This design comes from an exercise in tuning for small area on the open sky130 flow, not from production work. The RTL was checked by simulation tests, not by an equivalence proof against the original design. Power and IR drop assume default switching activity.

==> config.mk <==
export PLATFORM = sky130hd
export DESIGN_NAME = bridge_top
export DESIGN_NICKNAME = bridge_top
export VERILOG_FILES = /design/flow/design.v
export SDC_FILE = /design/flow/constraint.sdc
export NUM_CORES = 4
export LEC_CHECK = 0
export CAP_MARGIN = 20
export CORE_MARGIN = 2
export CORE_UTILIZATION = 40
export SLEW_MARGIN = 20
==> constraint.sdc <==
create_clock -name core_clock -period 4.0 [get_ports {hclk}]
set_input_delay 0.8000 -clock core_clock [delete_from_list [all_inputs] [get_ports {hclk}]]
set_output_delay 0.8000 -clock core_clock [all_outputs]
set_load 0.01 [all_outputs]
==> design.v <==
module ahb_slave(hreadyin, htrans, haddr, valid, tempselx);
  input        hreadyin;
  input  [1:0] htrans;
  input  [31:0] haddr;
  output       valid;
  output [2:0] tempselx;
  wire inwin = (haddr[31:28] == 4'b1000) & ~(haddr[27] & haddr[26]);
  assign valid = hreadyin & htrans[1] & inwin;
  assign tempselx[0] = (haddr[31:28] == 4'b1000) & (haddr[27:26] == 2'b00);
  assign tempselx[1] = (haddr[31:28] == 4'b1000) & (haddr[27:26] == 2'b01);
  assign tempselx[2] = (haddr[31:28] == 4'b1000) & (haddr[27:26] == 2'b10);
endmodule
module apb_controller(hclk, hresetn, hwrite, haddr, hwdata, valid, tempselx,
                      pwrite, penable, psel, paddr, pwdata, hr_readyout);
  input        hclk, hresetn, hwrite, valid;
  input  [31:0] haddr, hwdata;
  input  [2:0] tempselx;
  output reg   pwrite, penable, hr_readyout;
  output reg [2:0]  psel;
  output reg [31:0] paddr, pwdata;
  localparam ST_IDLE     = 3'd0,
             ST_READ     = 3'd1,
             ST_WWAIT    = 3'd2,
             ST_WRITE    = 3'd3,
             ST_WENABLE  = 3'd4,
             ST_WRITEPA  = 3'd5,    
             ST_WRITEPB  = 3'd6,    
             ST_WENABLEP = 3'd7;
  reg [2:0]  st, nst;
  reg [31:0] a1, a2;
  reg        w1, w2, b1, b2, z;
  wire s_idle  = (st == ST_IDLE);
  wire s_read  = (st == ST_READ);
  wire s_wwait = (st == ST_WWAIT);
  wire s_write = (st == ST_WRITE);
  wire s_wen   = (st == ST_WENABLE);
  wire s_wpa   = (st == ST_WRITEPA);
  wire s_wpb   = (st == ST_WRITEPB);
  wire s_wenp  = (st == ST_WENABLEP);
  wire rd = valid & ~hwrite;
  wire wr = valid &  hwrite;
  wire c  = w1 & b2;
  always @(*) begin
    case (st)
      ST_IDLE, ST_WENABLE: nst = wr ? ST_WWAIT : (rd ? ST_READ : ST_IDLE);
      ST_READ:     nst = ST_IDLE;
      ST_WWAIT:    nst = valid ? ST_WRITEPA : ST_WRITE;
      ST_WRITE:    nst = valid ? ST_WENABLEP : ST_WENABLE;
      ST_WRITEPA, ST_WRITEPB: nst = ST_WENABLEP;
      default:     nst = ~w2 ? ST_READ :
                         (valid & w1) ? ST_WRITEPB :
                         ~valid ? ST_WRITE : ST_IDLE;
    endcase
  end
  wire selA  = s_idle;
  wire selA1 = (s_read & ~w1) | s_wwait | s_wen;
  wire selA2 = (s_write & w2) | (s_wpa & c) | (s_wpb & ~c) | s_wenp;
  wire selP  = (s_read & w1) | (s_write & ~w2) | (s_wpa & ~c) | (s_wpb & c);
  wire ldD = ~(s_write | s_wpa | s_wpb | (s_wenp & valid & ~w1));
  wire holdA2 = s_wwait & valid;
  always @(posedge hclk) begin
    z  <= ~hresetn;
    a1 <= haddr;
    a2 <= holdA2 ? a2 : (z ? 32'd0 : a1);
    w1 <= hwrite;
    w2 <= w1;
    b1 <= |hwdata[31:8];
    b2 <= b1;
    paddr  <= ({32{selA}} & haddr) | ({32{selA1}} & a1) |
              ({32{selA2}} & a2)   | ({32{selP}}  & paddr);
    pwdata <= ldD ? hwdata : pwdata;
    pwrite <= s_wwait | s_write | s_wpa | s_wpb | (s_wen & w1) | (s_wenp & w2);
  end
  always @(posedge hclk) begin
    if (!hresetn) begin
      st          <= ST_IDLE;
      psel        <= 3'b000;
      penable     <= 1'b0;
      hr_readyout <= 1'b1;
    end else begin
      st          <= nst;
      psel        <= ((s_idle & rd) | (s_wen & wr) | ~(s_idle | s_wen)) ? tempselx : 3'b000;
      penable     <= s_read | s_write | s_wpa | s_wpb;
      hr_readyout <= s_read | s_write |
                     ((s_idle) & ~rd) |
                     ((s_wwait | s_wen) & ~valid) |
                     ((s_wpa | s_wpb) & w1) |
                     (s_wenp & ~valid & w2);
    end
  end
endmodule
module bridge_top(hclk,hresetn,hwrite,haddr,hwdata,hreadyin,htrans,prdata,pwrite,penable,psel,paddr,pwdata,hrdata,hr_readyout,hresp);
input hclk,hresetn,hwrite,hreadyin;
input [1:0]htrans;
input [31:0]haddr,hwdata,prdata;
output pwrite,penable,hr_readyout;
output [1:0]hresp;
output [2:0]psel;
output [31:0]paddr,pwdata,hrdata;
wire [2:0] tempselx;
wire valid;
ahb_slave ahb_sl(.hreadyin(hreadyin), .htrans(htrans), .haddr(haddr),
                 .valid(valid), .tempselx(tempselx));
apb_controller apb_c(.hclk(hclk), .hresetn(hresetn), .hwrite(hwrite),
                     .haddr(haddr), .hwdata(hwdata), .valid(valid),
                     .tempselx(tempselx), .pwrite(pwrite), .penable(penable),
                     .psel(psel), .paddr(paddr), .pwdata(pwdata),
                     .hr_readyout(hr_readyout));
assign hrdata = prdata;
assign hresp  = 2'b00;
endmodule
==> run.sh <==
#!/bin/bash
# synth_recipe.tcl (not shown) runs the flow's synth.tcl, then flattens the netlist and writes it again
# the make line also repeats each setting of config.mk as NAME=value (left out here)
make -C /OpenROAD-flow-scripts/flow DESIGN_CONFIG=/design/flow/config.mk WORK_HOME=/design/flow/orfs CLKGATE_MAP_FILE= SYNTH_SCRIPT=/design/flow/synth_recipe.tcl finish
==> impl_metrics.toml, run 1 <==
[outcome]
outcome = "finished clean"

[sta]
setup_viol = 0
finalMaxSlewViolations = 0
relSlewSlack_pct = 47.3
whs_ps = 328
setup_slack_ps = 1380
hold_violations = 0
finalCritPeriodShare_pct = 65.6
rsz0062_at_grt = "no"
fin_skew_ps = 8.46
final.setup.tns_ps = 0
period_minus_slack_ps = 2620
fmax_mhz = 381
tightest_slew_ps = 789

[hold_path]
min_to = "apb_c.b2"
holdCritPathClass = "flip-flop to flip-flop"
holdCritStartpoint = "apb_c.b1"
min_path_cells = 0

[floorplan]
die_y_um = 122
rows = 43
initial_utilization_pct = 40.5
core_um2 = 13700
io_pins = 206
die_w_um = 122
dieArea_um2 = 14800

[clocking]
clock_sinks = 142
tritoncts = "built"
postCtsHoldBufs = 0
htreeDepth = 4
cts-resized-gates = 0
clkLatencyLatePin_ps = 420
clkSlewWorstSetupHoldPaths_ps = 50
cts-root-buf = "clkbuf_16"
cts_buffer_depth = 2
cts_made_buffers = 17
cts_setup_buffers = 0

[drt]
drt_iter0_drc = 263
wl_met3_um = 866
topRoutingLayerUsed = "met4"
drc_errors = 0
drt_first_pass_iters = 4
met2_length_um = 6160
via_per_inst = 5.07
wl_met1_um = 5540
vias = 3926
postRouteWirelength_um = 12700
wl_per_cell_um = 16.5
ant_nets = 0

[placed_design]
dpl-instance-area_um2 = 6840
hpwl_um = 8220
place_inst = 742
place_ws_ps = 963
gp_congestion = 0.758
port_buffers = 138

[layout]
nets = 683
final_cell_mix = "138 x clkdlybuf4s50_1, 78 x dfxtp_1, 64 x edfxtp_1, 62 x o21ai_0, 41 x nand2_1"
multi_input_area_um2 = 1550
mostFrequentLayoutCell = "clkdlybuf4s50_1"
diodes = 0
ff_latch_area_um2 = 3480
fill_cells = 1244
fin_area_um2 = 7410
drive_above_1_share_pct = 12.8
area_growth_syn_to_layout_pct = 33.5
layout.cells.non_filler = 774

[yosys]
avgSynthCellArea_um2 = 11.7
ys_async_sr_fraction_pct = 0
yosys_warnings = 1
ys_types = 45
yosys_register_bits = 142
synth_flop_cell = "dfxtp_1"
seq_area_frac_synth_pct = 62.8
syn_area_um2 = 5550
synth_edf_count = 64
synth_cells = 476

[worst_setup_path]
r2r_setup_slack_ps = 1450
required_ps = 4110
r2r-start = "apb_c.st[0]"
crit_type = "input port to flip-flop"
arrival_ps = 2730
start_kind = "input port"
reg2reg_depth = 5
cp_max_fo = 32
regToRegEndpoint = "apb_c.paddr[13]"
end_kind = "flip-flop"

[grt]
grt_first_pass_wirelength_um = 20000
track_usage_pct = 17.8
overflow = 0
grt_max_degree = 33
antenna_found_initial = 0
grt_pass1_vias = 3894

[power_and_ir_drop]
ir_worst_vdd_uv = 266
p_int_mw = 2.70
pwr-share-seq_pct = 47.8
pwr-share-clk_pct = 44.9
p_comb_share_pct = 7.2
power_density_nw_per_um2 = 456
power.leakage_nw = 2.90
switching_share_pct = 20.0
switchingPower_mw = 0.676

[flow_run]
drv_cap = 0
## cell usage after synthesis (4+ instances only)
| cell | count | share of area (%) |
|---|---|---|
| dfxtp_1 | 78 | 28 |
| o21ai_1 | 5 | 0.45 |
| a21oi_1 | 9 | 0.81 |
| nand3_1 | 4 | 0.36 |
| nor4_1 | 6 | 0.68 |
| buf_6 | 5 | 1.0 |
| inv_1 | 34 | 2.3 |
| o2111ai_2 | 30 | 8.1 |
| clkbuf_1 | 16 | 1.1 |
| nand2_1 | 41 | 2.8 |
| o21ai_0 | 63 | 5.7 |
| buf_4 | 38 | 5.1 |
| nor2_1 | 38 | 2.6 |
| edfxtp_1 | 64 | 35 |
## worst max-delay path, cell delays in order
cell,delay [ps]
clkdlybuf4s50_1,490
nor4b_4,450
nand3_2,250
or4_1,440
buf_4,300
## power by group through the flow
| stage | Sequential, mW | Combinational [mW] | Clock, mW |
|---|---|---|---|
| after floorplan | 1.66 | 0.0951 | 0 |
| after global placement | 1.64 | 0.241 | 0 |
| after detailed placement | 1.65 | 0.246 | 0 |
| after CTS | 1.62 | 0.247 | 1.55 |
| after global routing | 1.62 | 0.263 | 1.62 |
| final | 1.62 | 0.244 | 1.52 |
## how the worst max path moves through the flow
stage	startpoint	to	slack, ps	cells past startpoint
after floorplan	hreadyin	apb_c.pwdata[0]	60	5
after global placement	haddr[30]	apb_c.a2[8]	990	5
after detailed placement	haddr[30]	apb_c.a2[18]	960	5
after CTS	haddr[30]	apb_c.a2[11]	1400	5
after global routing	apb_c.st[0]	apb_c.paddr[13]	1220	5
final	haddr[30]	apb_c.a2[11]	1380	5
## metal layers
layer,vias up,track usage (%)
li1,1866,-
met1,1917,22.6
met3,15,6.18
met2,128,28.1
met4,0,7.04
met5,-,0
## final cells by class
cell class              instances  area share, %
repair buffers                147           19.6
clock inverters                 6           1.11
well taps                     180           3.04
inverters                      35           1.77
multi-input cells             238           20.9
flip-flops and latches        142           47.0
clock buffers                  26           6.60
## cells by family after synthesis
| logic type | after synthesis | share of synthesized area (%) |
|---|---|---|
| AND/OR/NAND/NOR | 111 | 9.49 |
| flip-flops | 142 | 62.8 |
| AO/OA/AOI/OAI | 122 | 17.3 |
| other | 1 | 0.0676 |
| XOR/XNOR | 3 | 0.473 |
| buffers and inverters | 97 | 9.87 |
## per-stage QoR
stage                     utilization (%)  total power [mW]
after global placement               49.8              1.89
after detailed placement             49.8              1.89
final                                54.0              3.38
after global routing                 54.0              3.51
after CTS                            54.0              3.41
after floorplan                         -              1.75
## flip-flops by register name, indices dropped and copies added, names as in the netlist
| register | cells |
|---|---|
| apb_c.psel | 3 |
| apb_c.a2 | 32 |
| apb_c.z | 1 |
| apb_c.b2 | 1 |
| apb_c.hr_readyout | 1 |
| apb_c.penable | 1 |
| apb_c.st | 3 |
| apb_c.w1 | 1 |
| apb_c.paddr | 32 |
| apb_c.a1 | 32 |
| apb_c.pwdata | 32 |
| apb_c.w2 | 1 |
| apb_c.b1 | 1 |
| apb_c.pwrite | 1 |
==> run 2: changes to the inputs <==
--- a/design.v
+++ b/design.v
@@ -24,10 +24,9 @@
              ST_WRITE    = 3'd3,
              ST_WENABLE  = 3'd4,
-             ST_WRITEPA  = 3'd5,    
-             ST_WRITEPB  = 3'd6,    
+             ST_WRITEP   = 3'd5,
              ST_WENABLEP = 3'd7;
   reg [2:0]  st, nst;
   reg [31:0] a1, a2;
-  reg        w1, w2, b1, b2, z;
+  reg        w1, w2, b1, z, zz;
   wire s_idle  = (st == ST_IDLE);
   wire s_read  = (st == ST_READ);
@@ -35,40 +34,42 @@
   wire s_write = (st == ST_WRITE);
   wire s_wen   = (st == ST_WENABLE);
-  wire s_wpa   = (st == ST_WRITEPA);
-  wire s_wpb   = (st == ST_WRITEPB);
+  wire s_wp    = (st == ST_WRITEP);
   wire s_wenp  = (st == ST_WENABLEP);
   wire rd = valid & ~hwrite;
   wire wr = valid &  hwrite;
-  wire c  = w1 & b2;
   always @(*) begin
     case (st)
       ST_IDLE, ST_WENABLE: nst = wr ? ST_WWAIT : (rd ? ST_READ : ST_IDLE);
       ST_READ:     nst = ST_IDLE;
-      ST_WWAIT:    nst = valid ? ST_WRITEPA : ST_WRITE;
+      ST_WWAIT:    nst = valid ? ST_WRITEP : ST_WRITE;
       ST_WRITE:    nst = valid ? ST_WENABLEP : ST_WENABLE;
-      ST_WRITEPA, ST_WRITEPB: nst = ST_WENABLEP;
-      default:     nst = ~w2 ? ST_READ :
-                         (valid & w1) ? ST_WRITEPB :
+      ST_WRITEP:   nst = ST_WENABLEP;
+      ST_WENABLEP: nst = ~w2 ? ST_READ :
+                         (valid & w1) ? ST_WRITEP :
                          ~valid ? ST_WRITE : ST_IDLE;
+      default:     nst = ST_IDLE;
     endcase
   end
+  wire big   = hwrite & b1;
+  wire holdA2 = (s_wwait & valid & big) |
+                (s_wenp & (~w2 | (valid ? big : ~w1)));
+  wire sel2ok = ~zz;
   wire selA  = s_idle;
-  wire selA1 = (s_read & ~w1) | s_wwait | s_wen;
-  wire selA2 = (s_write & w2) | (s_wpa & c) | (s_wpb & ~c) | s_wenp;
-  wire selP  = (s_read & w1) | (s_write & ~w2) | (s_wpa & ~c) | (s_wpb & c);
-  wire ldD = ~(s_write | s_wpa | s_wpb | (s_wenp & valid & ~w1));
-  wire holdA2 = s_wwait & valid;
+  wire sel1  = (s_read & ~w1) | s_wwait | s_wen;
+  wire sel2  = ((s_read & w1) | s_write | s_wp | s_wenp) & sel2ok;
+  wire ldD = ~(s_write | s_wp | (s_wenp & valid & ~w1));
   always @(posedge hclk) begin
     z  <= ~hresetn;
     a1 <= haddr;
-    a2 <= holdA2 ? a2 : (z ? 32'd0 : a1);
+    if (!holdA2) begin
+      a2 <= a1;
+      zz <= z;
+    end
     w1 <= hwrite;
     w2 <= w1;
     b1 <= |hwdata[31:8];
-    b2 <= b1;
-    paddr  <= ({32{selA}} & haddr) | ({32{selA1}} & a1) |
-              ({32{selA2}} & a2)   | ({32{selP}}  & paddr);
-    pwdata <= ldD ? hwdata : pwdata;
-    pwrite <= s_wwait | s_write | s_wpa | s_wpb | (s_wen & w1) | (s_wenp & w2);
+    paddr  <= ({32{selA}} & haddr) | ({32{sel1}} & a1) | ({32{sel2}} & a2);
+    if (ldD) pwdata <= hwdata;
+    pwrite <= s_wwait | s_write | s_wp | (s_wen & w1) | (s_wenp & w2);
   end
   always @(posedge hclk) begin
@@ -81,9 +82,9 @@
       st          <= nst;
       psel        <= ((s_idle & rd) | (s_wen & wr) | ~(s_idle | s_wen)) ? tempselx : 3'b000;
-      penable     <= s_read | s_write | s_wpa | s_wpb;
+      penable     <= s_read | s_write | s_wp;
       hr_readyout <= s_read | s_write |
-                     ((s_idle) & ~rd) |
+                     (s_idle & ~rd) |
                      ((s_wwait | s_wen) & ~valid) |
-                     ((s_wpa | s_wpb) & w1) |
+                     (s_wp & w1) |
                      (s_wenp & ~valid & w2);
     end
==> run 2 against run 1 <==
Net effect: global-route usage is 2.4 points lower; routed wire length decreased by 23%; clock skew is 0.59 ps higher; non-clock buffer count fell by 3; design area shrank 11%; worst hold slack improved by 80 ps; critical path type unchanged; largest power group unchanged.
==> impl_metrics.toml, run 2 <==
[grt]
grt_first_pass_wirelength_um = 15300
grt_max_degree = 33
overflow = 0
antenna_found_initial = 0
grt_pass1_vias = 2914
track_usage_pct = 15.5

[drt]
vias = 2991
drt_first_pass_iters = 8
postRouteWirelength_um = 9750
wl_per_cell_um = 16.5
drc_errors = 0
ant_nets = 0
drt_iter0_drc = 292
via_per_inst = 5.06

[power_and_ir_drop]
switching_share_pct = 22.0
power_mw = 3.35
ir_worst_vdd_uv = 285
pwr-share-seq_pct = 48.4
pwr-share-clk_pct = 45.1
p_comb_share_pct = 6.5
p_int_mw = 2.61
switchingPower_mw = 0.738
power.leakage_nw = 2.63
power_density_nw_per_um2 = 510

[layout]
fin_area_um2 = 6570
area_growth_syn_to_layout_pct = 40.2
final_cell_mix = "138 x clkdlybuf4s50_1, 77 x dfxtp_1, 65 x edfxtp_1, 35 x inv_1, 32 x a222oi_1"
mostFrequentLayoutCell = "clkdlybuf4s50_1"
diodes = 0
drive_above_1_share_pct = 9.38
fill_cells = 954
post-route-util_pct = 57.5
nets = 537
layout.cells.non_filler = 591

[placed_design]
hpwl_um = 6500
dpl-instance-area_um2 = 5990
place_ws_ps = 714
gp_congestion = 0.810
place_inst = 559
port_buffers = 138

[worst_setup_path]
arrival_ps = 2890
required_ps = 4080
cp_max_fo = 20
crit_type = "input port to flip-flop"
cp_cell_sequence = "clkdlybuf4s50_1, nor4b_2, and3_1, o21ai_0, a41oi_4, buf_4"
max_stage_delay_ps = 520
end_kind = "flip-flop"
cp_slowest_cell = "nor4b_2"
start_kind = "input port"

[sta]
tightest_slew_ps = 832
period_minus_slack_ps = 2820
whs_ps = 409
relSlewSlack_pct = 44.2
setup_viol = 0
finalCritPeriodShare_pct = 70.4
rsz0062_at_grt = "no"
finalMaxSlewViolations = 0
hold_violations = 0
setup_slack_ps = 1180
fmax_mhz = 355
fin_skew_ps = 9.05
final.setup.tns_ps = 0

[yosys]
synth_top_cell_by_area = "edfxtp_1"
synth_flop_cell = "dfxtp_1"
yosys.cell_count.top_type = "dfxtp_1"
yosys-top-cells-area = "edfxtp_1 42%, dfxtp_1 33%, a222oi_1 6.8%, buf_4 5.5%, inv_1 2.8%"
avgSynthCellArea_um2 = 14.7
yosys_register_bits = 142
netlist_top_cells_count = "77 x dfxtp_1, 65 x edfxtp_1, 35 x inv_1, 34 x buf_4, 32 x a222oi_1"
synth_cells = 319
syn_area_um2 = 4680
synth_edf_count = 65
synth_top_area_share_pct = 41.7
ys_types = 40
yosys_warnings = 1
ys_async_sr_fraction_pct = 0
seq_area_frac_synth_pct = 74.6

[floorplan]
initial_utilization_pct = 41.0
die_y_um = 112
io_pins = 206
core_um2 = 11400
dieArea_um2 = 12600
rows = 39
die_w_um = 112

[flow_run]
drv_cap = 0

[outcome]
outcome = "finished clean"

[clocking]
tritoncts = "built"
cts_buffer_depth = 2
htreeDepth = 4
cts_setup_buffers = 0
cts-resized-gates = 0
cts-root-buf = "clkbuf_16"
clkLatencyLatePin_ps = 400
clock_sinks = 142
cts_made_buffers = 17
postCtsHoldBufs = 0
clkSlewWorstSetupHoldPaths_ps = 60

[hold_path]
holdCritPathClass = "flip-flop to flip-flop"
run 2: cells by family after synthesis:
kind of cell | Yosys count | share of synthesized area, %
mux | 1 | 0.214
other cells | 1 | 0.0801
flops | 142 | 74.6
buf+inv | 83 | 9.94
compound gates | 56 | 10.1
simple gates | 35 | 4.86
xor+xnor | 1 | 0.187
run 2: power groups by stage:
stage               clock, mW  sequential (mW)  combinational [mW]
floorplan                   0             1.67              0.0694
global placement            0             1.65               0.218
detailed placement          0             1.65               0.220
CTS                      1.55             1.62               0.221
global route             1.61             1.63               0.234
finish                   1.51             1.62               0.219
run 2: area by class of cell:
type | instances | area, um2 | share of cell area [%]
clock inverters | 15 | 154 | 2.34
well taps | 143 | 179 | 2.72
repair buffers | 144 | 1430 | 21.7
clock buffers | 17 | 425 | 6.48
multi-input cells | 95 | 757 | 11.5
flip-flops and latches | 142 | 3490 | 53.2
inverters | 35 | 131 | 2.00
run 2: path summary, 6_finish.rpt:
| path | from | end | slack (ps) | cells past startpoint |
|---|---|---|---|---|
| hold / removal | apb_c.z | apb_c.zz | 410 | 0 |
| setup reg to reg | apb_c.st[0] | apb_c.paddr[8] | 1700 | 5 |
| setup / recovery | haddr[30] | apb_c.a2[18] | 1180 | 6 |
| hold reg to reg | apb_c.z | apb_c.zz | 410 | 0 |
run 2: layer usage:
| layer | global-route usage, % | vias to the layer above | wire length, um |
|---|---|---|---|
| met5 | 0 | - | 0 |
| met4 | 6.83 | 0 | 261 |
| met3 | 5.29 | 33 | 714 |
| li1 | - | 1402 | - |
| met1 | 20.1 | 1434 | 4070 |
| met2 | 23.7 | 122 | 4710 |
run 2: critical path, delay by kind of cell:
family,cells,cell delay (ps)
AO/OA/AOI/OAI,2,430
AND/OR/NAND/NOR,2,860
buffers and inverters,2,770
==> run 3: changes to the inputs <==
--- a/config.mk
+++ b/config.mk
@@ -9,3 +9,4 @@
 export CORE_MARGIN = 2
 export CORE_UTILIZATION = 40
+export CTS_BUF_LIST = sky130_fd_sc_hd__clkbuf_4 sky130_fd_sc_hd__clkbuf_8
 export SLEW_MARGIN = 20
==> run 3 against run 2 <==
Net effect: utilization is 1.7 points lower; clock skew is 3.3 ps higher; global-route usage is 0.069 points lower; die area stayed put; flip-flop and latch count stayed put; synthesized cell count stayed put; critical path type unchanged; sequential power hardly changed; clock power is 27% lower; first-iteration DRC count is 1.4% lower.
==> impl_metrics.toml, run 3 <==
[floorplan]
initial_utilization_pct = 41.0
dieArea_um2 = 12600
die_y_um = 112
core_um2 = 11400
rows = 39
die_w_um = 112
io_pins = 206

[yosys]
seq_area_frac_synth_pct = 74.6
netlist_top_cells_count = "77 x dfxtp_1, 65 x edfxtp_1, 35 x inv_1, 34 x buf_4, 32 x a222oi_1"
synth_cells = 319
yosys.cell_count.top_type = "dfxtp_1"
synth_top_area_share_pct = 41.7
synth_edf_count = 65
ys_async_sr_fraction_pct = 0
synth_flop_cell = "dfxtp_1"
yosys-top-cells-area = "edfxtp_1 42%, dfxtp_1 33%, a222oi_1 6.8%, buf_4 5.5%, inv_1 2.8%"
ys_types = 40
yosys_warnings = 1
yosys_register_bits = 142
avgSynthCellArea_um2 = 14.7
synth_top_cell_by_area = "edfxtp_1"
syn_area_um2 = 4680

[power_and_ir_drop]
switching_share_pct = 23.4
power.leakage_nw = 2.55
p_int_mw = 2.24
pwr-share-seq_pct = 55.2
pwr-share-clk_pct = 37.4
p_comb_share_pct = 7.5
ir_worst_vdd_uv = 253
power_density_nw_per_um2 = 460
switchingPower_mw = 0.688
power_mw = 2.93

[placed_design]
gp_congestion = 0.810
port_buffers = 138
place_ws_ps = 714
hpwl_um = 6500

[sta]
finalCritPeriodShare_pct = 69.8
finalMaxSlewViolations = 0
final.setup.tns_ps = 0
fmax_mhz = 358
rsz0062_at_grt = "no"
hold_violations = 0
setup_viol = 0
period_minus_slack_ps = 2790
relSlewSlack_pct = 44.5
fin_skew_ps = 12.4
tightest_slew_ps = 828
setup_slack_ps = 1210

[clocking]
tritoncts = "built"
clkLatencyLatePin_ps = 420
clock_sinks = 142
clkSlewWorstSetupHoldPaths_ps = 80
cts_buffer_depth = 2
cts-root-buf = "clkbuf_8"
cts_setup_buffers = 0
cts-resized-gates = 0
htreeDepth = 4
postCtsHoldBufs = 0
cts_made_buffers = 17

[drt]
ant_nets = 0
drc_errors = 0
postRouteWirelength_um = 9740
wl_per_cell_um = 16.5
vias = 2994
drt_first_pass_iters = 8
drt_iter0_drc = 288
via_per_inst = 5.07

[flow_run]
drv_cap = 0

[worst_setup_path]
max_stage_delay_ps = 520
cp_max_fo = 20
cp_slowest_cell = "nor4b_2"
start_kind = "input port"
cp_cell_sequence = "clkdlybuf4s50_1, nor4b_2, and3_1, o21ai_0, a41oi_4, buf_4"
r2r-start = "apb_c.st[0]"
required_ps = 4100
arrival_ps = 2890
crit_type = "input port to flip-flop"
end_kind = "flip-flop"
cp-startpoint = "haddr[30]"

[grt]
track_usage_pct = 15.4
grt_max_degree = 33
grt_first_pass_wirelength_um = 15200
grt_pass1_vias = 2912
antenna_found_initial = 0
overflow = 0

[layout]
nets = 537
fill_cells = 982
final_cell_mix = "138 x clkdlybuf4s50_1, 77 x dfxtp_1, 65 x edfxtp_1, 35 x inv_1, 32 x a222oi_1"
area_growth_syn_to_layout_pct = 36.2
mostFrequentLayoutCell = "clkdlybuf4s50_1"
multi_input_area_um2 = 757
ff_latch_area_um2 = 3490
diodes = 0
drive_above_1_share_pct = 9.38

[hold_path]
holdCritStartpoint = "apb_c.z"
holdCritPathClass = "flip-flop to flip-flop"

[outcome]
outcome = "finished clean"
-- run 3: cell counts after synthesis --
Identical to the previous run, type by type.
-- run 3: final timing paths --
check                                       end  slack (ps)  cells past startpoint
worst min register to register         apb_c.zz         410                      0
worst max register to register  apb_c.paddr[16]        1730                      5
worst max-delay path               apb_c.a2[18]        1210                      6
worst min-delay path                   apb_c.zz         410                      0
-- run 3: cell type report --
cell class	instances	area share [%]
repair buffers	144	22.4
flip-flops and latches	142	54.8
clock buffers	17	3.67
clock inverters	15	2.41
well taps	143	2.81
multi-input cells	95	11.9
inverters	35	2.06
-- run 3: power by group through the flow --
stage | registers, mW | logic [mW] | clock network [mW]
after CTS | 1.62 | 0.221 | 1.13
after global routing | 1.63 | 0.233 | 1.19
after global placement | 1.65 | 0.218 | 0
final | 1.62 | 0.219 | 1.10
after floorplan | 1.67 | 0.0694 | 0
after detailed placement | 1.65 | 0.220 | 0
-- run 3: critical path, delay by kind of cell --
family                 cells  cell delay, ps
and+or+nand+nor            2             860
AOI/OAI and AO/OA          2             430
buffers and inverters      2             780
-- run 3: per-layer routing --
layer	vias up	track usage, %	part of all wire [%]
met1	1442	19.8	41
met5	-	0	0
met4	0	7.56	2.7
met3	30	5.02	7.3
met2	124	23.7	49
li1	1398	-	-
-- run 3: logic make-up after synthesis --
| family | synth area share (%) |
|---|---|
| AO/OA/AOI/OAI | 10.1 |
| XOR/XNOR | 0.187 |
| buffers and inverters | 9.94 |
| flip-flops | 74.6 |
| multiplexers | 0.214 |
| other | 0.0801 |
| AND/OR/NAND/NOR | 4.86 |
-- run 3: through the flow --
stage | instances | instance area [um2] | hold slack (ps) | utilization, %
after floorplan | 320 | 4690 | 386 | -
after global placement | 559 | 5990 | 389 | 52.4
after detailed placement | 559 | 5990 | 404 | 52.4
after CTS | 591 | 6370 | 424 | 55.8
after global routing | 591 | 6370 | 436 | 55.8
final | 591 | 6370 | 414 | 55.8
==> run 4: changes to the inputs <==
--- a/config.mk
+++ b/config.mk
@@ -9,4 +9,4 @@
 export CORE_MARGIN = 2
 export CORE_UTILIZATION = 40
-export CTS_BUF_LIST = sky130_fd_sc_hd__clkbuf_4 sky130_fd_sc_hd__clkbuf_8
+export CTS_BUF_LIST = sky130_fd_sc_hd__clkbuf_8
 export SLEW_MARGIN = 20
==> run 4 against run 3 <==
Net effect: still clean; cell count stayed put; sequential share of layout area stayed put; synthesized area stayed put; flip-flop and latch count stayed put; worst setup slack stayed put; register-to-register slack hardly changed; die area stayed put; total power stayed put; non-clock buffer count stayed put; critical path type unchanged.
==> impl_metrics.toml, run 4 <==
[yosys]
synthXorXnorAreaFrac_pct = 0.187
synth_cells = 319
synth_simple_gate_area_share_pct = 4.86
yosys_register_bits = 142
netlist_top_cells_count = "77 x dfxtp_1, 65 x edfxtp_1, 35 x inv_1, 34 x buf_4, 32 x a222oi_1"
syn_area_um2 = 4680
yosys.cell_count.top_type = "dfxtp_1"
yosys-top-cells-area = "edfxtp_1 42%, dfxtp_1 33%, a222oi_1 6.8%, buf_4 5.5%, inv_1 2.8%"
ys_async_sr_fraction_pct = 0
synthMuxAreaShare_pct = 0.214
synth_top_area_share_pct = 41.7
seq_area_frac_synth_pct = 74.6
synth_flop_cell = "dfxtp_1"
synthAdderAreaFrac_pct = 0
synth_top_family_by_area = "compound AO/OA/AOI/OAI gates"
synth_edf_count = 65
synth_compound_area_share_pct = 10.1
yosys_warnings = 1
synth_top_cell_by_area = "edfxtp_1"
avgSynthCellArea_um2 = 14.7
ys_types = 40

[sta]
period_minus_slack_ps = 2790
finalMaxSlewViolations = 0
setup_viol = 0
relSlewSlack_pct = 44.5
hold_violations = 0
rsz0062_at_grt = "no"
tightest_slew_ps = 828
final.setup.tns_ps = 0
finalCritPeriodShare_pct = 69.8
fin_skew_ps = 12.4
fmax_mhz = 358

[placed_design]
dpl-instance-area_um2 = 5990
place_inst = 559
port_buffers = 138
hpwl_um = 6500
gp_congestion = 0.810

[worst_setup_path]
cp_max_fo = 20
cp_top_family = "simple AND/OR/NAND/NOR gates"
crit_type = "input port to flip-flop"
cp_slowest_cell = "nor4b_2"
start_kind = "input port"
cp_cell_sequence = "clkdlybuf4s50_1, nor4b_2, and3_1, o21ai_0, a41oi_4, buf_4"
arrival_ps = 2890
max_stage_delay_ps = 520
required_ps = 4100
r2r_setup_slack_ps = 1730
cp_num_buf_inv = 2
end_kind = "flip-flop"

[layout]
area_growth_syn_to_layout_pct = 36.2
final_cell_mix = "138 x clkdlybuf4s50_1, 77 x dfxtp_1, 65 x edfxtp_1, 35 x inv_1, 32 x a222oi_1"
mostFrequentLayoutCell = "clkdlybuf4s50_1"
drive_above_1_share_pct = 9.38
diodes = 0
nets = 537
layout.cells.non_filler = 591
fin_area_um2 = 6370

[floorplan]
rows = 39
die_y_um = 112
die_w_um = 112
initial_utilization_pct = 41.0
core_um2 = 11400
dieArea_um2 = 12600
io_pins = 206

[clocking]
cts_buffer_depth = 2
cts_setup_buffers = 0
cts_made_buffers = 17
clkLatencyLatePin_ps = 420
tritoncts = "built"
clock_sinks = 142
htreeDepth = 4
cts-resized-gates = 0
clkSlewWorstSetupHoldPaths_ps = 80
postCtsHoldBufs = 0
cts-root-buf = "clkbuf_8"

[drt]
vias = 2994
drt_iter0_drc = 288
drc_errors = 0
wl_per_cell_um = 16.5
drt_first_pass_iters = 8
via_per_inst = 5.07
ant_nets = 0
postRouteWirelength_um = 9740

[grt]
grt_pass1_vias = 2912
grt_max_degree = 33
antenna_found_initial = 0
overflow = 0
grt_first_pass_wirelength_um = 15200
track_usage_pct = 15.4

[power_and_ir_drop]
power_density_nw_per_um2 = 460
power.leakage_nw = 2.55
ir_worst_vdd_uv = 253

[hold_path]
holdCritPathClass = "flip-flop to flip-flop"

[outcome]
outcome = "finished clean"

[flow_run]
drv_cap = 0
run 4: worst paths after layout:
path / startpoint / to / cells after the start
setup / recovery: haddr[30] / apb_c.a2[18] / 6
hold / removal: apb_c.z / apb_c.zz / 0
setup reg to reg: apb_c.st[0] / apb_c.paddr[16] / 5
hold reg to reg: apb_c.z / apb_c.zz / 0
run 4: per-layer routing:
metal  share of wire (%)  wire [um]  global-route usage [%]
met1                  41       4020                    19.8
met3                 7.3        715                    5.02
met2                  49       4740                    23.7
met4                 2.7        264                    7.56
met5                   0          0                       0
run 4: through the flow:
step / total power, mW / hold slack, ps / worst slack, ps / util [%]
2_1_floorplan: 1.74 / 386 / 236 / -
3_3_place_gp: 1.87 / 389 / 746 / 52.4
3_5_place_dp: 1.87 / 404 / 714 / 52.4
4_1_cts: 2.97 / 424 / 1160 / 55.8
5_1_grt: 3.05 / 436 / 1040 / 55.8
6_report: 2.93 / 414 / 1210 / 55.8
run 4: cell families (layout without fill, tap and decap cells):
family,after synthesis,after routing
DFF,142,142
buffers and inverters,83,211
AOI/OAI and AO/OA,56,56
and+or+nand+nor,35,35
other,1,2
xor gates and xnor gates,1,1
muxes,1,1
run 4: final cells by class:
class                      count  area (um2)
fill                         982        5040
sequential                   142        3490
timing repair buffer         144        1430
multi-input combinational     95         757
clock buffer                  17         234
tap                          143         179
clock inverter                15         154
inverter                      35         131
run 4: report_power, final:
part	leakage, nW	switching [mW]	internal (mW)
Sequential	1.33	0.0282	1.59
Clock	0.192	0.582	0.513
Combinational	1.02	0.0769	0.142
==> run 5: changes to the inputs <==
--- a/config.mk
+++ b/config.mk
@@ -10,3 +10,5 @@
 export CORE_UTILIZATION = 40
 export CTS_BUF_LIST = sky130_fd_sc_hd__clkbuf_8
+export CTS_CLUSTER_DIAMETER = 200
+export CTS_CLUSTER_SIZE = 40
 export SLEW_MARGIN = 20
==> run 5 against run 4 <==
Net effect: register-to-register slack about the same; clock skew unchanged; critical path depth unchanged; via count unchanged; count of clock-buffer cells in the layout unchanged; largest cell class unchanged.
==> impl_metrics.toml, run 5 <==
[outcome]
outcome = "finished clean"

[clocking]
clkSlewWorstSetupHoldPaths_ps = 80
cts_made_buffers = 17
htreeDepth = 4
cts_setup_buffers = 0
postCtsHoldBufs = 0
cts-root-buf = "clkbuf_8"
cts-resized-gates = 0
tritoncts = "built"
clkLatencyLatePin_ps = 420
cts_buffer_depth = 2
clock_sinks = 142

[layout]
ff_latch_area_um2 = 3490
area_growth_syn_to_layout_pct = 36.2
fill_cells = 982
diodes = 0
final_cell_mix = "138 x clkdlybuf4s50_1, 77 x dfxtp_1, 65 x edfxtp_1, 35 x inv_1, 32 x a222oi_1"
mostFrequentLayoutCell = "clkdlybuf4s50_1"
post-route-util_pct = 55.8
drive_above_1_share_pct = 9.38
nets = 537
multi_input_area_um2 = 757

[placed_design]
gp_congestion = 0.810
port_buffers = 138
place_ws_ps = 714
hpwl_um = 6500

[floorplan]
dieArea_um2 = 12600
die_y_um = 112
rows = 39
die_w_um = 112
initial_utilization_pct = 41.0
io_pins = 206
core_um2 = 11400

[yosys]
synth_edf_count = 65
yosys_warnings = 1
yosys-top-cells-area = "edfxtp_1 42%, dfxtp_1 33%, a222oi_1 6.8%, buf_4 5.5%, inv_1 2.8%"
syn_area_um2 = 4680
ys_async_sr_fraction_pct = 0
synth_top_cell_by_area = "edfxtp_1"
avgSynthCellArea_um2 = 14.7
seq_area_frac_synth_pct = 74.6
yosys_register_bits = 142
netlist_top_cells_count = "77 x dfxtp_1, 65 x edfxtp_1, 35 x inv_1, 34 x buf_4, 32 x a222oi_1"
synth_flop_cell = "dfxtp_1"
yosys.cell_count.top_type = "dfxtp_1"
synth_cells = 319
ys_types = 40
synth_top_area_share_pct = 41.7

[sta]
tightest_slew_ps = 828
fmax_mhz = 358
period_minus_slack_ps = 2790
finalCritPeriodShare_pct = 69.8
setup_viol = 0
rsz0062_at_grt = "no"
setup_slack_ps = 1210
hold_violations = 0
relSlewSlack_pct = 44.5
finalMaxSlewViolations = 0
final.setup.tns_ps = 0
fin_skew_ps = 12.4

[drt]
ant_nets = 0
drt_first_pass_iters = 8
postRouteWirelength_um = 9740
vias = 2994
drc_errors = 0
via_per_inst = 5.07
wl_per_cell_um = 16.5
drt_iter0_drc = 288

[worst_setup_path]
crit_type = "input port to flip-flop"
cp_max_fo = 20
required_ps = 4100
end_kind = "flip-flop"
r2r_setup_slack_ps = 1730
start_kind = "input port"
arrival_ps = 2890

[grt]
overflow = 0
grt_first_pass_wirelength_um = 15200
antenna_found_initial = 0
track_usage_pct = 15.4
grt_pass1_vias = 2912
grt_max_degree = 33

[power_and_ir_drop]
ir_worst_vdd_uv = 253
power_density_nw_per_um2 = 460
power.leakage_nw = 2.55

[flow_run]
drv_cap = 0

[hold_path]
holdCritPathClass = "flip-flop to flip-flop"
run 5: cell counts in the layout (fill, tap and decap cells not counted):
Identical to the previous run, type by type.
run 5: per-stage QoR:
| stage | hold slack [ps] | instance area [um2] | total power [mW] | std cells |
|---|---|---|---|---|
| after floorplan | 386 | 4690 | 1.74 | 320 |
| after global placement | 389 | 5990 | 1.87 | 559 |
| after detailed placement | 404 | 5990 | 1.87 | 559 |
| after CTS | 424 | 6370 | 2.97 | 591 |
| after global routing | 436 | 6370 | 3.05 | 591 |
| final | 414 | 6370 | 2.93 | 591 |
run 5: metal layers:
layer  vias up  GRT usage (%)  wire [um]
li1       1398              -          -
met1      1442           19.8       4020
met2       124           23.7       4740
met3        30           5.02        715
met4         0           7.56        264
met5         -              0          0
run 5: final timing paths:
check,start,to,depth (start not counted)
min reg2reg,apb_c.z,apb_c.zz,0
max reg2reg,apb_c.st[0],apb_c.paddr[16],5
max,haddr[30],apb_c.a2[18],6
min,apb_c.z,apb_c.zz,0
run 5: area by class of cell:
type | instances | area share, %
Sequential cell | 142 | 54.8
Timing Repair Buffer | 144 | 22.4
Multi-Input combinational cell | 95 | 11.9
Clock buffer | 17 | 3.67
Tap cell | 143 | 2.81
Clock inverter | 15 | 2.41
Inverter | 35 | 2.06
run 5: cells by family after synthesis:
| group | Yosys count | share of synthesized area (%) |
|---|---|---|
| flops | 142 | 74.6 |
| mux | 1 | 0.214 |
| buf+inv | 83 | 9.94 |
| other cells | 1 | 0.0801 |
| xor+xnor | 1 | 0.187 |
| simple gates | 35 | 4.86 |
| compound gates | 56 | 10.1 |
run 5: report_power, final:
group | switching [mW] | total (mW) | internal, mW
sequential | 0.0282 | 1.62 | 1.59
combinational | 0.0769 | 0.219 | 0.142
clock | 0.582 | 1.10 | 0.513
total | 0.688 | 2.93 | 2.24
run 5: worst max-delay path, cell delays in order:
cell and delay (ps):
clkdlybuf4s50_1 460, nor4b_2 520, and3_1 340, o21ai_0 170, a41oi_4 260, buf_4 320
==> run 6: changes to the inputs <==
--- a/config.mk
+++ b/config.mk
@@ -9,6 +9,6 @@
 export CORE_MARGIN = 2
 export CORE_UTILIZATION = 40
-export CTS_BUF_LIST = sky130_fd_sc_hd__clkbuf_8
+export CTS_BUF_LIST = sky130_fd_sc_hd__clkbuf_4 sky130_fd_sc_hd__clkbuf_8
 export CTS_CLUSTER_DIAMETER = 200
-export CTS_CLUSTER_SIZE = 40
+export CTS_CLUSTER_SIZE = 30
 export SLEW_MARGIN = 20
==> run 6 against run 5 <==
Net effect: synthesized area unchanged; synthesized cell count unchanged; clock power about the same; flip-flop and latch count unchanged; critical endpoint unchanged; design area unchanged; routed wire length unchanged; global-route usage unchanged; critical path type unchanged; total power unchanged; utilization unchanged; combinational power about the same; worst hold slack unchanged; still clean; via count unchanged.
==> impl_metrics.toml, run 6 <==
[yosys]
synth_compound_area_share_pct = 10.1
ys_async_sr_fraction_pct = 0
synthXorXnorAreaFrac_pct = 0.187
syn_area_um2 = 4680
synth_top_area_share_pct = 41.7
synthAdderAreaFrac_pct = 0
ys_types = 40
yosys-top-cells-area = "edfxtp_1 42%, dfxtp_1 33%, a222oi_1 6.8%, buf_4 5.5%, inv_1 2.8%"
synth_cells = 319
seq_area_frac_synth_pct = 74.6
synth_simple_gate_area_share_pct = 4.86
yosys.cell_count.top_type = "dfxtp_1"
avgSynthCellArea_um2 = 14.7
yosys_warnings = 1
yosys_register_bits = 142
synthMuxAreaShare_pct = 0.214
synth_top_family_by_area = "compound AO/OA/AOI/OAI gates"
synth_edf_count = 65
netlist_top_cells_count = "77 x dfxtp_1, 65 x edfxtp_1, 35 x inv_1, 34 x buf_4, 32 x a222oi_1"
synth_flop_cell = "dfxtp_1"
synth_top_cell_by_area = "edfxtp_1"

[worst_setup_path]
start_kind = "input port"
crit_type = "input port to flip-flop"
required_ps = 4100
end_kind = "flip-flop"
cp_max_fo = 20
arrival_ps = 2890
r2r_setup_slack_ps = 1730

[clocking]
clkLatencyLatePin_ps = 420
cts_buffer_depth = 2
tritoncts = "built"
htreeDepth = 4
clkSlewWorstSetupHoldPaths_ps = 80
clock_sinks = 142
postCtsHoldBufs = 0
cts-root-buf = "clkbuf_8"
cts_made_buffers = 17
cts-resized-gates = 0
cts_setup_buffers = 0

[floorplan]
io_pins = 206
die_w_um = 112
rows = 39
dieArea_um2 = 12600
initial_utilization_pct = 41.0
die_y_um = 112
core_um2 = 11400

[drt]
wl_per_cell_um = 16.5
drt_first_pass_iters = 8
drc_errors = 0
vias = 2994
drt_iter0_drc = 288
ant_nets = 0
via_per_inst = 5.07
postRouteWirelength_um = 9740

[layout]
nets = 537
diodes = 0
mostFrequentLayoutCell = "clkdlybuf4s50_1"
drive_above_1_share_pct = 9.38
final_cell_mix = "138 x clkdlybuf4s50_1, 77 x dfxtp_1, 65 x edfxtp_1, 35 x inv_1, 32 x a222oi_1"
area_growth_syn_to_layout_pct = 36.2

[sta]
hold_violations = 0
rsz0062_at_grt = "no"
fin_skew_ps = 12.4
final.setup.tns_ps = 0
finalMaxSlewViolations = 0
tightest_slew_ps = 828
setup_viol = 0
finalCritPeriodShare_pct = 69.8
period_minus_slack_ps = 2790
relSlewSlack_pct = 44.5
fmax_mhz = 358

[placed_design]
port_buffers = 138
gp_congestion = 0.810
hpwl_um = 6500

[grt]
grt_max_degree = 33
grt_pass1_vias = 2912
overflow = 0
track_usage_pct = 15.4
antenna_found_initial = 0
grt_first_pass_wirelength_um = 15200

[power_and_ir_drop]
power.leakage_nw = 2.55
power_mw = 2.93
ir_worst_vdd_uv = 253
power_density_nw_per_um2 = 460

[flow_run]
drv_cap = 0

[hold_path]
holdCritPathClass = "flip-flop to flip-flop"

[outcome]
outcome = "finished clean"
==> run 6: cell counts in the layout (fill, tap and decap cells not counted) <==
No cell type changed its count.
==> run 6: final timing paths <==
| check | cells after the start | start | endpoint |
|---|---|---|---|
| worst max-delay path | 6 | haddr[30] | apb_c.a2[18] |
| worst min-delay path | 0 | apb_c.z | apb_c.zz |
| worst max register to register | 5 | apb_c.st[0] | apb_c.paddr[16] |
| worst min register to register | 0 | apb_c.z | apb_c.zz |
==> run 6: metrics by stage <==
stage / utilization, % / setup slack [ps] / instances / area, um2 / hold slack (ps)
2_1_floorplan: - / 236 / 320 / 4690 / 386
3_5_place_dp: 52.4 / 714 / 559 / 5990 / 404
4_1_cts: 55.8 / 1160 / 591 / 6370 / 424
6_report: 55.8 / 1210 / 591 / 6370 / 414
3_3_place_gp: 52.4 / 746 / 559 / 5990 / 389
5_1_grt: 55.8 / 1040 / 591 / 6370 / 436
==> run 6: area by class of cell <==
cell class              count  area (um2)
inverters                  35         131
flip-flops and latches    142        3490
multi-input cells          95         757
repair buffers            144        1430
fillers                   982        5040
clock inverters            15         154
clock buffers              17         234
well taps                 143         179
==> run 6: kinds of logic (layout without fill, tap and decap cells) <==
group,after synthesis,in the layout
buf+inv,83,211
xor+xnor,1,1
simple gates,35,35
compound gates,56,56
mux,1,1
flops,142,142
other cells,1,2
==> run 6: metal layers <==
layer | track usage, % | routed length, um | part of all wire [%]
met1 | 19.8 | 4020 | 41
met2 | 23.7 | 4740 | 49
met3 | 5.02 | 715 | 7.3
met4 | 7.56 | 264 | 2.7
met5 | 0 | 0 | 0
==> run 6: report_power, final <==
part / total, mW / leakage [nW] / internal [mW] / switching (mW)
sequential: 1.62 / 1.33 / 1.59 / 0.0282
combinational: 0.219 / 1.02 / 0.142 / 0.0769
clock: 1.10 / 0.192 / 0.513 / 0.582
==> run 6: critical path, cell delays in order <==
cell	delay, ps
clkdlybuf4s50_1	460
nor4b_2	520
and3_1	340
o21ai_0	170
a41oi_4	260
buf_4	320
==> run 7: changes to the inputs <==
==> flow/run.sh (new file) <==
#!/bin/bash
# Own layout flow: the standard layout, with the port buffers made of the
# smallest buffer cell (buf_1) and a clock tree with larger sink clusters.
# make's full output goes to flow_make.log here; ORFS keeps each tool's log
# under orfs/logs/.
set -euo pipefail
bash standard.sh BUFFER_PORTS_ARGS="-buffer_cell sky130_fd_sc_hd__buf_1" CTS_ARGS="-sink_clustering_enable -repair_clock_nets -buf_list sky130_fd_sc_hd__clkbuf_8 -sink_clustering_size 40 -sink_clustering_max_diameter 300 -sink_buffer_max_cap_derate 0.5 -dont_use_dummy_load" finish > flow_make.log 2>&1
==> standard.sh (new file) <==
#!/bin/bash
# synth_recipe.tcl (not shown) runs the flow's synth.tcl, then flattens the netlist and writes it again
# the make line also repeats each setting of config.mk as NAME=value (left out here)
make -C /OpenROAD-flow-scripts/flow DESIGN_CONFIG=/design/flow/config.mk WORK_HOME=/design/flow/orfs CLKGATE_MAP_FILE= SYNTH_SCRIPT=/design/flow/synth_recipe.tcl "${@:-finish}"
--- a/config.mk
+++ b/config.mk
@@ -9,6 +9,3 @@
 export CORE_MARGIN = 2
 export CORE_UTILIZATION = 40
-export CTS_BUF_LIST = sky130_fd_sc_hd__clkbuf_4 sky130_fd_sc_hd__clkbuf_8
-export CTS_CLUSTER_DIAMETER = 200
-export CTS_CLUSTER_SIZE = 30
 export SLEW_MARGIN = 20
removed: run.sh
==> run 7 against run 6 <==
Net effect: routed wire length fell by 5.9%; total power down 13%; sequential share of layout area is 10 points higher; critical path type unchanged; largest cell class unchanged.
==> impl_metrics.toml, run 7 <==
[drt]
drt_iter0_drc = 321
wl_per_cell_um = 15.9
drt_first_pass_iters = 6
via_per_inst = 5.11
ant_nets = 0
postRouteWirelength_um = 9170
drc_errors = 0
vias = 2945

[floorplan]
rows = 39
die_w_um = 112
core_um2 = 11400
die_y_um = 112
dieArea_um2 = 12600
io_pins = 206
initial_utilization_pct = 41.0

[yosys]
yosys_warnings = 1
syn_area_um2 = 4680
synth_edf_count = 65
synthAdderAreaFrac_pct = 0
yosys-top-cells-area = "edfxtp_1 42%, dfxtp_1 33%, a222oi_1 6.8%, buf_4 5.5%, inv_1 2.8%"
synth_simple_gate_area_share_pct = 4.86
synth_top_cell_by_area = "edfxtp_1"
synth_top_family_by_area = "compound AO/OA/AOI/OAI gates"
seq_area_frac_synth_pct = 74.6
yosys_register_bits = 142
netlist_top_cells_count = "77 x dfxtp_1, 65 x edfxtp_1, 35 x inv_1, 34 x buf_4, 32 x a222oi_1"
synth_flop_cell = "dfxtp_1"
synthMuxAreaShare_pct = 0.214
synthXorXnorAreaFrac_pct = 0.187
ys_types = 40
synth_cells = 319
ys_async_sr_fraction_pct = 0
synth_compound_area_share_pct = 10.1
yosys.cell_count.top_type = "dfxtp_1"
synth_top_area_share_pct = 41.7
avgSynthCellArea_um2 = 14.7

[clocking]
cts-root-buf = "clkbuf_8"
cts_buffer_depth = 2
cts-resized-gates = 0
clock_sinks = 142
tritoncts = "built"
postCtsHoldBufs = 0
clkLatencyLatePin_ps = 440
cts_made_buffers = 17
clkSlewWorstSetupHoldPaths_ps = 60
htreeDepth = 4
cts_setup_buffers = 0

[sta]
finalCritPeriodShare_pct = 61.3
finalMaxSlewViolations = 0
hold_violations = 0
fmax_mhz = 408
period_minus_slack_ps = 2450
fin_skew_ps = 27.6
relSlewSlack_pct = 45.9
tightest_slew_ps = 810
final.setup.tns_ps = 0
setup_viol = 0
rsz0062_at_grt = "no"

[layout]
diodes = 0
area_growth_syn_to_layout_pct = 14.6
final_cell_mix = "138 x buf_1, 77 x dfxtp_1, 65 x edfxtp_1, 35 x inv_1, 32 x a222oi_1"
nets = 537
post-route-util_pct = 47.0
fill_cells = 1066
drive_above_1_share_pct = 6.47
mostFrequentLayoutCell = "buf_1"

[worst_setup_path]
required_ps = 4090
max_stage_delay_ps = 550
cp_max_fo = 18
r2r_setup_slack_ps = 1580
start_kind = "input port"
crit_end = "apb_c.a2[26]"
arrival_ps = 2550
crit_type = "input port to flip-flop"
cp_cell_sequence = "buf_1, nor4b_2, and3_1, o21ai_0, a41oi_4, buf_4"
reg2reg_depth = 5
end_kind = "flip-flop"
r2r-start = "apb_c.st[0]"
regToRegEndpoint = "apb_c.paddr[7]"
cp_slowest_cell = "nor4b_2"
cp-startpoint = "haddr[30]"

[placed_design]
gp_congestion = 0.814
port_buffers = 138
hpwl_um = 6010

[outcome]
outcome = "finished clean"

[flow_run]
drv_cap = 0

[power_and_ir_drop]
pwr-share-clk_pct = 31.8
p_int_mw = 2.02
p_comb_share_pct = 4.9
power_density_nw_per_um2 = 477
switchingPower_mw = 0.542
power.leakage_nw = 2.10
ir_worst_vdd_uv = 321
switching_share_pct = 21.2
pwr-share-seq_pct = 63.4

[grt]
antenna_found_initial = 0
overflow = 0
track_usage_pct = 14.9
grt_pass1_vias = 2854
grt_max_degree = 33
grt_first_pass_wirelength_um = 14500

[hold_path]
holdCritPathClass = "flip-flop to flip-flop"
==> run 7: cell count changes in the layout (fill, tap and decap cells not counted), moves of 2 or more <==
cell             change
clkinv_4             -2
inv_6                -5
buf_1              +138
inv_8                -2
clkdlybuf4s50_1    -138
clkinvlp_4           -2
==> run 7: how the worst min path moves through the flow <==
stage	from	end	depth (start not counted)
after global placement	apb_c.z	apb_c.zz	0
final	apb_c.z	apb_c.zz	0
after floorplan	apb_c.z	apb_c.zz	0
after global routing	apb_c.z	apb_c.zz	0
after detailed placement	apb_c.z	apb_c.zz	0
after CTS	apb_c.z	apb_c.zz	0
==> run 7: metrics by stage <==
stage                     setup WS, ps  instance area (um2)  hold WS [ps]  cells  power, mW
after detailed placement          1090                 5130           405    559       1.78
after global routing              1450                 5360           425    576       2.67
after CTS                         1560                 5360           402    576       2.59
after floorplan                    236                 4690           386    320       1.74
after global placement            1130                 5120           393    559       1.77
final                             1550                 5360           404    576       2.56
==> run 7: worst max-delay path: cells and delay by family <==
kind | cells | cell delay [ps]
and+or+nand+nor | 2 | 900
buffers and inverters | 2 | 410
AOI/OAI and AO/OA | 2 | 430
==> run 7: layer usage <==
layer  vias to the layer above  wire length, um  part of all wire [%]  global-route usage [%]
met4                         0              248                   2.7                    8.94
met3                        33              662                   7.2                    4.97
li1                       1377                -                     -                       -
met5                         -                0                     0                       0
met1                      1412             3970                    43                    19.2
met2                       123             4290                    47                    21.9
==> run 7: kinds of logic after synthesis <==
family          Yosys count
mux                       1
compound gates           56
other cells               1
xor+xnor                  1
buf+inv                  83
flops                   142
simple gates             35
==> run 7: cell type report <==
| cell class | count | area (um2) | area share, % |
|---|---|---|---|
| Timing Repair Buffer | 144 | 563 | 10.5 |
| Inverter | 35 | 131 | 2.45 |
| Multi-Input combinational cell | 95 | 763 | 14.2 |
| Clock buffer | 17 | 234 | 4.36 |
| Tap cell | 143 | 179 | 3.34 |
| Sequential cell | 142 | 3490 | 65.1 |
==> run 7: power groups by stage <==
stage          Combinational, mW  Clock, mW  Sequential (mW)
3_5_place_dp               0.125          0             1.65
2_1_floorplan             0.0694          0             1.67
3_3_place_gp               0.123          0             1.65
6_report                   0.124      0.813             1.62
5_1_grt                    0.138      0.900             1.63
4_1_cts                    0.126      0.846             1.62
==> run 8: changes to the inputs <==
--- a/config.mk
+++ b/config.mk
@@ -6,6 +6,6 @@
 export NUM_CORES = 4
 export LEC_CHECK = 0
-export CAP_MARGIN = 20
+export CAP_MARGIN = 0
 export CORE_MARGIN = 2
 export CORE_UTILIZATION = 40
-export SLEW_MARGIN = 20
+export SLEW_MARGIN = 0
==> run 8 against run 7 <==
Net effect: utilization is 0.055 points lower; combinational power about the same; sequential power hardly changed; clock skew is essentially flat; cell count stayed put; register-to-register slack improved by 100 ps; non-clock buffer count is the same; sequential share of layout area rose by 0.076 points; critical path depth did not move; via count fell by 0.95%; worst setup slack gained 37 ps; die area unchanged.
==> impl_metrics.toml, run 8 <==
[outcome]
outcome = "finished clean"

[yosys]
netlist_top_cells_count = "77 x dfxtp_1, 65 x edfxtp_1, 35 x inv_1, 34 x buf_4, 32 x a222oi_1"
seq_area_frac_synth_pct = 74.6
yosys_register_bits = 142
ys_async_sr_fraction_pct = 0
yosys.cell_count.top_type = "dfxtp_1"
yosys_warnings = 1
synth_edf_count = 65
avgSynthCellArea_um2 = 14.7
synth_flop_cell = "dfxtp_1"
syn_area_um2 = 4680
yosys-top-cells-area = "edfxtp_1 42%, dfxtp_1 33%, a222oi_1 6.8%, buf_4 5.5%, inv_1 2.8%"
synth_top_cell_by_area = "edfxtp_1"
synth_cells = 319
ys_types = 40
synth_top_area_share_pct = 41.7

[layout]
area_growth_syn_to_layout_pct = 14.4
drive_above_1_share_pct = 6.47
final_cell_mix = "138 x buf_1, 77 x dfxtp_1, 65 x edfxtp_1, 35 x inv_1, 32 x a222oi_1"
nets = 537
diodes = 0
fill_cells = 1055
mostFrequentLayoutCell = "buf_1"

[power_and_ir_drop]
power_mw = 2.55
pwr-share-seq_pct = 63.4
pwr-share-clk_pct = 31.8
ir_worst_vdd_uv = 275
power_density_nw_per_um2 = 477
p_comb_share_pct = 4.8
switchingPower_mw = 0.539
switching_share_pct = 21.1
p_int_mw = 2.01
power.leakage_nw = 2.10

[floorplan]
io_pins = 206
dieArea_um2 = 12600
die_w_um = 112
initial_utilization_pct = 41.0
core_um2 = 11400
die_y_um = 112
rows = 39

[worst_setup_path]
end_kind = "flip-flop"
required_ps = 4160
r2r_setup_slack_ps = 1680
reg2reg_depth = 5
r2r-start = "apb_c.st[0]"
regToRegEndpoint = "apb_c.paddr[7]"
arrival_ps = 2570
crit_type = "input port to flip-flop"
start_kind = "input port"
cp_max_fo = 18

[sta]
finalMaxSlewViolations = 0
fmax_mhz = 414
period_minus_slack_ps = 2420
final.setup.tns_ps = 0
setup_slack_ps = 1580
setup_viol = 0
relSlewSlack_pct = 25.5
whs_ps = 390
rsz0062_at_grt = "no"
fin_skew_ps = 27.4
hold_violations = 0
tightest_slew_ps = 1110
finalCritPeriodShare_pct = 60.4

[grt]
track_usage_pct = 14.5
grt_max_degree = 33
grt_first_pass_wirelength_um = 14000
antenna_found_initial = 0
grt_pass1_vias = 2831
overflow = 0

[clocking]
clkSlewWorstSetupHoldPaths_ps = 60
cts-resized-gates = 0
tritoncts = "built"
cts-root-buf = "clkbuf_8"
postCtsHoldBufs = 0
htreeDepth = 4
clkLatencyLatePin_ps = 440
cts_buffer_depth = 2
cts_made_buffers = 17
cts_setup_buffers = 0
clock_sinks = 142

[hold_path]
min_path_cells = 0
holdCritPathClass = "flip-flop to flip-flop"
min_to = "apb_c.zz"
holdCritStartpoint = "apb_c.z"

[drt]
ant_nets = 0
wl_per_cell_um = 15.7
via_per_inst = 5.06
postRouteWirelength_um = 9050
drt_iter0_drc = 301
drt_first_pass_iters = 9
drc_errors = 0
vias = 2917

[flow_run]
drv_cap = 0

[placed_design]
hpwl_um = 6000
place_ws_ps = 1070
gp_congestion = 0.814
port_buffers = 138
==> run 8: cell counts after synthesis <==
Identical to the previous run, type by type.
==> run 8: how the worst max path moves through the flow <==
| stage | startpoint | slack, ps | depth (start not counted) | endpoint |
|---|---|---|---|---|
| after floorplan | haddr[30] | 240 | 5 | apb_c.a2[0] |
| after global routing | haddr[30] | 1470 | 6 | apb_c.a2[27] |
| after CTS | haddr[30] | 1560 | 6 | apb_c.a2[27] |
| after detailed placement | haddr[30] | 1070 | 6 | apb_c.a2[28] |
| final | haddr[30] | 1580 | 6 | apb_c.a2[26] |
| after global placement | haddr[30] | 1130 | 6 | apb_c.a2[14] |
==> run 8: layout make-up <==
type	instances	area, um2	share of cell area, %
clock buffers	17	234	4.37
inverters	35	131	2.45
multi-input cells	95	757	14.1
flip-flops and latches	142	3490	65.2
well taps	143	179	3.34
repair buffers	144	563	10.5
==> run 8: critical path, cell delays in order <==
cell	delay [ps]
buf_1	100
nor4b_2	520
nand3_1	270
nor4b_1	550
a41oi_4	50
buf_4	270
==> run 8: per-layer routing <==
| metal | global-route usage (%) | share of wire (%) | vias to the layer above |
|---|---|---|---|
| met5 | 0 | 0 | - |
| li1 | - | - | 1372 |
| met2 | 21.7 | 46 | 115 |
| met3 | 6.16 | 7.7 | 35 |
| met4 | 7.80 | 2.9 | 0 |
| met1 | 17.9 | 43 | 1395 |
==> run 8: cells by family after synthesis <==
| group | after synthesis | share of synthesized area (%) |
|---|---|---|
| DFF | 142 | 74.6 |
| buffers and inverters | 83 | 9.94 |
| AOI/OAI and AO/OA | 56 | 10.1 |
| and+or+nand+nor | 35 | 4.86 |
| xor gates and xnor gates | 1 | 0.187 |
| muxes | 1 | 0.214 |
| other | 1 | 0.0801 |
==> run 8: metrics by stage <==
stage | util, % | instances | cell area, um2
after detailed placement | 44.9 | 559 | 5120
after global placement | 44.9 | 559 | 5120
after floorplan | - | 320 | 4690
final | 46.9 | 576 | 5360
after global routing | 46.9 | 576 | 5360
after CTS | 46.9 | 576 | 5360
==> run 8: power groups by stage <==
| stage | clock (mW) | combinational [mW] | sequential, mW |
|---|---|---|---|
| final | 0.811 | 0.123 | 1.62 |
| after detailed placement | 0 | 0.125 | 1.65 |
| after global routing | 0.897 | 0.138 | 1.63 |
| after CTS | 0.848 | 0.125 | 1.62 |
| after global placement | 0 | 0.123 | 1.65 |
| after floorplan | 0 | 0.0694 | 1.67 |
==> run 9: changes to the inputs <==
--- a/config.mk
+++ b/config.mk
@@ -8,4 +8,4 @@
 export CAP_MARGIN = 0
 export CORE_MARGIN = 2
-export CORE_UTILIZATION = 40
+export CORE_UTILIZATION = 65
 export SLEW_MARGIN = 0
==> run 9 against run 8 <==
Net effect: combinational power is essentially flat; global-route usage grew 9.1 points; count of clock-buffer cells in the layout is the same; still clean on timing, DRC and antenna; total power shrank 0.76%; clock power shrank 2.6%; critical endpoint is now apb_c.zz; design area shrank 1.2%; routed wire length shrank 1.2%; sequential share of layout area grew 0.82 points; highest routed layer unchanged.
==> impl_metrics.toml, run 9 <==
[layout]
drive_above_1_share_pct = 6.25
fill_cells = 464
area_growth_syn_to_layout_pct = 13.0
final_cell_mix = "138 x buf_1, 77 x dfxtp_1, 65 x edfxtp_1, 35 x inv_1, 32 x a222oi_1"
mostFrequentLayoutCell = "buf_1"
nets = 536
post-route-util_pct = 77.0
fin_area_um2 = 5290
diodes = 0

[clocking]
tritoncts = "built"
cts_made_buffers = 17
clkLatencyLatePin_ps = 430
clock_sinks = 142
cts_buffer_depth = 2
htreeDepth = 4
cts-resized-gates = 0
cts_setup_buffers = 0
postCtsHoldBufs = 0
clkSlewWorstSetupHoldPaths_ps = 80
cts-root-buf = "clkbuf_8"

[drt]
wl_per_cell_um = 16.9
vias = 2953
ant_nets = 0
drt_first_pass_iters = 8
drc_errors = 0
drt_iter0_drc = 280
via_per_inst = 5.59
postRouteWirelength_um = 8940

[floorplan]
die_w_um = 88.9
initial_utilization_pct = 68.2
rows = 30
core_um2 = 6870
die_y_um = 88.9
dieArea_um2 = 7900
io_pins = 206

[grt]
grt_max_degree = 34
grt_pass1_vias = 2788
overflow = 0
grt_first_pass_wirelength_um = 13300
antenna_found_initial = 0
track_usage_pct = 23.6

[yosys]
netlist_top_cells_count = "77 x dfxtp_1, 65 x edfxtp_1, 35 x inv_1, 34 x buf_4, 32 x a222oi_1"
synth_top_area_share_pct = 41.7
avgSynthCellArea_um2 = 14.7
synth_top_cell_by_area = "edfxtp_1"
yosys_warnings = 1
synth_edf_count = 65
ys_types = 40
seq_area_frac_synth_pct = 74.6
yosys_register_bits = 142
yosys.cell_count.top_type = "dfxtp_1"
synth_cells = 319
ys_async_sr_fraction_pct = 0
yosys-top-cells-area = "edfxtp_1 42%, dfxtp_1 33%, a222oi_1 6.8%, buf_4 5.5%, inv_1 2.8%"
synth_flop_cell = "dfxtp_1"
syn_area_um2 = 4680

[placed_design]
dpl-instance-area_um2 = 5060
port_buffers = 138
hpwl_um = 6120
gp_congestion = 0.858

[worst_setup_path]
cp_max_fo = 33
max_stage_delay_ps = 440
start_kind = "input port"
arrival_ps = 2500
worst-path-stages = 6
cp_cell_sequence = "buf_1, nor4b_2, and3_1, o21ai_0, a41oi_4, buf_4"
cp_top_family = "simple AND/OR/NAND/NOR gates"
end_kind = "flip-flop"
r2r_setup_slack_ps = 1830
required_ps = 4040
cp_num_buf_inv = 2
cp_slowest_cell = "buf_4"
crit_type = "input port to flip-flop"
regToRegEndpoint = "apb_c.zz"
r2r-start = "apb_c.st[0]"
reg2reg_depth = 4

[power_and_ir_drop]
ir_worst_vdd_uv = 285
power_density_nw_per_um2 = 479
power.leakage_nw = 2.10

[sta]
rsz0062_at_grt = "no"
tightest_slew_ps = 767
finalMaxSlewViolations = 0
fin_skew_ps = 37.4
setup_viol = 0
hold_violations = 0
period_minus_slack_ps = 2470
finalCritPeriodShare_pct = 61.6
relSlewSlack_pct = 48.8
fmax_mhz = 406
final.setup.tns_ps = 0

[hold_path]
min_to = "apb_c.a2[25]"
min_path_cells = 0
holdCritStartpoint = "apb_c.a1[25]"
holdCritPathClass = "flip-flop to flip-flop"

[flow_run]
drv_cap = 0

[outcome]
outcome = "finished clean"
==> run 9: area by class of cell <==
class | count | area, um2 | share of cell area (%)
clock buffers | 17 | 234 | 4.42
inverters | 35 | 131 | 2.48
multi-input cells | 95 | 757 | 14.3
flip-flops and latches | 142 | 3490 | 66.0
well taps | 96 | 120 | 2.27
repair buffers | 143 | 556 | 10.5
==> run 9: logic make-up after synthesis <==
logic type                synth area share, %
buffers and inverters                    9.94
xor gates and xnor gates                0.187
DFF                                      74.6
AOI/OAI and AO/OA                        10.1
other                                  0.0801
muxes                                   0.214
and+or+nand+nor                          4.86
==> run 9: metrics by stage <==
step                hold slack, ps  total power [mW]  setup WS [ps]  cells
floorplan                      386              1.74            236    320
global placement               387              1.77           1140    511
detailed placement             403              1.78           1140    511
CTS                            413              2.55           1560    528
global route                   416              2.64           1450    528
finish                         412              2.54           1530    528
==> run 9: per-layer routing <==
metal | routed length, um | share of wire [%] | GRT usage [%] | vias to the layer above
met5 | 0 | 0 | 0 | -
met4 | 272 | 3.0 | 13.5 | 0
met3 | 704 | 7.9 | 7.93 | 37
met2 | 4710 | 53 | 38.0 | 159
met1 | 3250 | 36 | 27.8 | 1376
li1 | - | - | - | 1381
==> run 9: how the worst max path moves through the flow <==
stage               from            to  slack [ps]
2_1_floorplan  haddr[30]   apb_c.a2[0]         240
3_3_place_gp   haddr[30]   apb_c.a2[6]        1140
3_5_place_dp   haddr[30]   apb_c.a2[8]        1140
4_1_cts        haddr[30]      apb_c.zz        1560
5_1_grt        haddr[30]  apb_c.a2[30]        1450
6_report       haddr[30]      apb_c.zz        1530
==> run 9: power by group <==
part / total (mW) / leakage, nW / internal [mW] / switching (mW)
sequential: 1.62 / 1.33 / 1.59 / 0.0269
clock: 0.790 / 0.122 / 0.373 / 0.417
combinational: 0.125 / 0.640 / 0.0496 / 0.0758

[afterwards: timing with drivers on the ports]
No port has a modelled driver above. Below, the same layouts with a new extraction and two added sets of constraints.
Step 1 sets driving cells, clkbuf_16 on the clock port and buf_2 on the other inputs (assumed; they add their load-dependent delay and slew).
Step 2 times the ports against the registers' clock, not the clock port: input delays grow and output delays shrink by t, the midpoint of the rising clock arrivals with the driver on.
a / b / c = ideal / step 1 / step 2; a / b = the first two.
run | shift t [ns] | setup slack, ns | worst register clock-pin slew, ns
run 1 | 0.452 | 1.378 / 1.398 / 0.946 | 0.06 / 0.06
run 2 | 0.432 | 1.185 / 1.198 / 0.765 | 0.07 / 0.07
run 3 | 0.449 | 1.208 / 1.218 / 0.769 | 0.09 / 0.09
run 4 | 0.449 | 1.208 / 1.218 / 0.769 | 0.09 / 0.09
run 5 | 0.449 | 1.208 / 1.218 / 0.769 | 0.09 / 0.09
run 6 | 0.449 | 1.208 / 1.218 / 0.769 | 0.09 / 0.09
run 7 | 0.457 | 1.547 / 1.559 / 1.102 | 0.08 / 0.08
run 8 | 0.455 | 1.584 / 1.595 / 1.140 | 0.08 / 0.08
run 9 | 0.446 | 1.535 / 1.540 / 1.095 | 0.08 / 0.08
After both steps every run listed still meets setup and hold. For run 7, which loses most, drivers alone change the setup slack by +0.012 ns; drivers and shift together by -0.445 ns.
